Context: an optimization exercise on an open-source flow, tuned for small area, a short achievable clock period and few clock cycles. The choices shown serve that exercise and are no tape-out recipe.

## lane 5
==> flow/design.v (excerpt) <==
module geofence (clk, reset, X, Y, valid, is_inside);
input clk;
input reset;
input [9:0] X;
input [9:0] Y;
output reg valid;
output reg is_inside;
reg [3:0] ph;
reg [9:0] rx, ry;                  
reg vxs, vys;                      
reg [9:0] vxm, vym;                
reg [21:0] ao, bo, vp;
reg sa, sb;
wire [21:0] ae = sa ? vp : ao;
wire [21:0] be = sb ? vp : bo;
wire axs = ae[21], ays = ae[20];
wire [9:0] axm = ae[19:10], aym = ae[9:0];
wire bxs = be[21], bys = be[20];
wire [9:0] bxm = be[19:10], bym = be[9:0];
reg deg;                           
reg ins;                           
wire [10:0] dx = {1'b0, X} - {1'b0, rx};
wire [10:0] dy = {1'b0, Y} - {1'b0, ry};
wire [9:0] dxm = (dx[9:0] ^ {10{dx[10]}}) + {9'd0, dx[10]};
wire [9:0] dym = (dy[9:0] ^ {10{dy[10]}}) + {9'd0, dy[10]};
wire vxz = ~|vxm;
wire vyz = ~|vym;
wire vz = vxz & vyz;               
wire a1 = axs ^ vys, a2 = ays ^ vxs;
wire b1 = bxs ^ vys, b2 = bys ^ vxs;
wire az = (~|axm | vyz) & (~|aym | vxz);
wire bz = (~|bxm | vyz) & (~|bym | vxz);
wire ca = ~a1;
wire ua_1 = ~(axm[0] & vym[0]);
wire ua_2 = ~(aym[0] & vxm[0]);
wire ua_3 = ~(axm[0] & vym[1]);
wire ua_4 = ~(aym[0] & vxm[1]);
wire ua_5 = ~(axm[0] & vym[2]);
wire ua_6 = ~(aym[0] & vxm[2]);
wire ua_7 = ~(axm[0] & vym[3]);
wire ua_8 = ~(aym[0] & vxm[3]);
wire ua_9 = ~(axm[0] & vym[4]);
wire ua_10 = ~(aym[0] & vxm[4]);
wire ua_11 = ~(axm[0] & vym[5]);
wire ua_12 = ~(aym[0] & vxm[5]);
wire ua_13 = ~(axm[0] & vym[6]);
wire ua_14 = ~(aym[0] & vxm[6]);
  ...
Size: ~1500 cells after synthesis, ~120 flip-flops, about 24 I/O pins, about 0.015 mm2 of cells after synthesis.
export LEC_CHECK = 0
export CAP_MARGIN = 20
export CORE_MARGIN = 2
export CORE_UTILIZATION = 60
export SETUP_SLACK_MARGIN = 5
export SLEW_MARGIN = 20
export SYNTH_HIERARCHICAL = 1
export SYNTH_MINIMUM_KEEP_SIZE = 0
export TNS_END_PERCENT = 0
create_clock -name core_clock -period 10.0 [get_ports {clk}]
run.sh (not shown) runs the stock make flow with config.mk's settings and CLKGATE_MAP_FILE= SYNTH_SCRIPT=/design/flow/synth_recipe.tcl, a recipe that flattens the netlist after the stock synthesis.
For lane 3, these inputs were changed with respect to lane 5:
--- a/flow/design.v
+++ b/flow/design.v
@@ -1,32 +1,27 @@
 module geofence (clk, reset, X, Y, valid, is_inside);
 input clk;
 input reset;
 input [9:0] X;
 input [9:0] Y;
 output reg valid;
-output reg is_inside;
+output is_inside;
 reg [3:0] ph;
 reg [9:0] rx, ry;                  
 reg vxs, vys;                      
 reg [9:0] vxm, vym;                
-reg [21:0] ao, bo, vp;
-reg sa, sb;
-wire [21:0] ae = sa ? vp : ao;
-wire [21:0] be = sb ? vp : bo;
-wire axs = ae[21], ays = ae[20];
-wire [9:0] axm = ae[19:10], aym = ae[9:0];
-wire bxs = be[21], bys = be[20];
-wire [9:0] bxm = be[19:10], bym = be[9:0];
+reg axs, ays, bxs, bys;            
+reg [9:0] axm, aym, bxm, bym;
 reg deg;                           
 reg ins;                           
+assign is_inside = ins;            
 wire [10:0] dx = {1'b0, X} - {1'b0, rx};
 wire [10:0] dy = {1'b0, Y} - {1'b0, ry};
 wire [9:0] dxm = (dx[9:0] ^ {10{dx[10]}}) + {9'd0, dx[10]};
 wire [9:0] dym = (dy[9:0] ^ {10{dy[10]}}) + {9'd0, dy[10]};
 wire vxz = ~|vxm;
 wire vyz = ~|vym;
 wire vz = vxz & vyz;               
 wire a1 = axs ^ vys, a2 = ays ^ vxs;
 wire b1 = bxs ^ vys, b2 = bys ^ vxs;
 wire az = (~|axm | vyz) & (~|aym | vxz);
 wire bz = (~|bxm | vyz) & (~|bym | vxz);
@@ -1435,28 +1430,27 @@
     end
 end
 always @(posedge clk) begin
     if (ph == 4'd0) begin
         rx <= X;
         ry <= Y;
     end
     vxs <= dx[10];
     vys <= dy[10];
     vxm <= dxm;
     vym <= dym;
-    ao <= ae;
-    bo <= be;
-    vp <= {vxs, vys, vxm, vym};
-    sa <= first | new_a;
-    sb <= first | new_b;
+    if (first | new_a) begin
+        axs <= vxs; ays <= vys; axm <= vxm; aym <= vym;
+    end
+    if (first | new_b) begin
+        bxs <= vxs; bys <= vys; bxm <= vxm; bym <= vym;
+    end
     deg <= first | (deg & ~new_a & ~new_b);
     ins <= ins_nx;
-    if (ph == 4'd7)
-        is_inside <= ins_nx;
 end
 endmodule
 module geofence_fa (a, b, c, s, co);
 input a, b, c;
 output s, co;
 assign s = a ^ b ^ c;
 assign co = (a & b) | (a & c) | (b & c);
 endmodule
Results
- Wire length shrinks by a few percent when moving from lane 5 to lane 3.
- Lane 3 — number of global-route vias before repair 399 lower, lane 5 as reference
- Final instance area, lane 5 and lane 3, lower one = lane 3.
- Number of standard cells after synthesis (lane 3 vs. lane 5) decreases by a few percent
- Final core area utilization in lane 3 is 1.2 points higher than in lane 5
- Compared to lane 5, lane 3 has worst setup margin 190 ps lower.
- Number of flops mapped to enable cells by yosys (lower): lane 5
No functional check of the RTL was part of any run of this note.

re-timing with driven ports:
No port has a modelled driver above. Below, the same layouts with a new extraction and two added sets of constraints. Step 1 sets driving cells, clkbuf_16 on the clock port and buf_2 on the other inputs (assumed; they add their load-dependent delay and slew). Step 2 adds t to the input delays and takes it off the output delays; t is the mean of the earliest and latest rising clock arrival at the registers after step 1. Input paths then give back, and output paths get back, about the clock's delay inside the block. a / b / c = no drivers / after step 1 / after step 2; a / b = the first two.
run	t (ns)	setup slack, ns	worst slew at a driven data input, ns
lane 5	0.461	4.211 / 4.211 / 4.018	0.04
lane 3	0.381	4.022 / 4.022 / 4.022	0.04
After both steps setup and hold are still met in every run listed. For lane 5, which loses most, drivers alone change the setup slack by 0.000 ns; drivers and shift together by -0.193 ns.
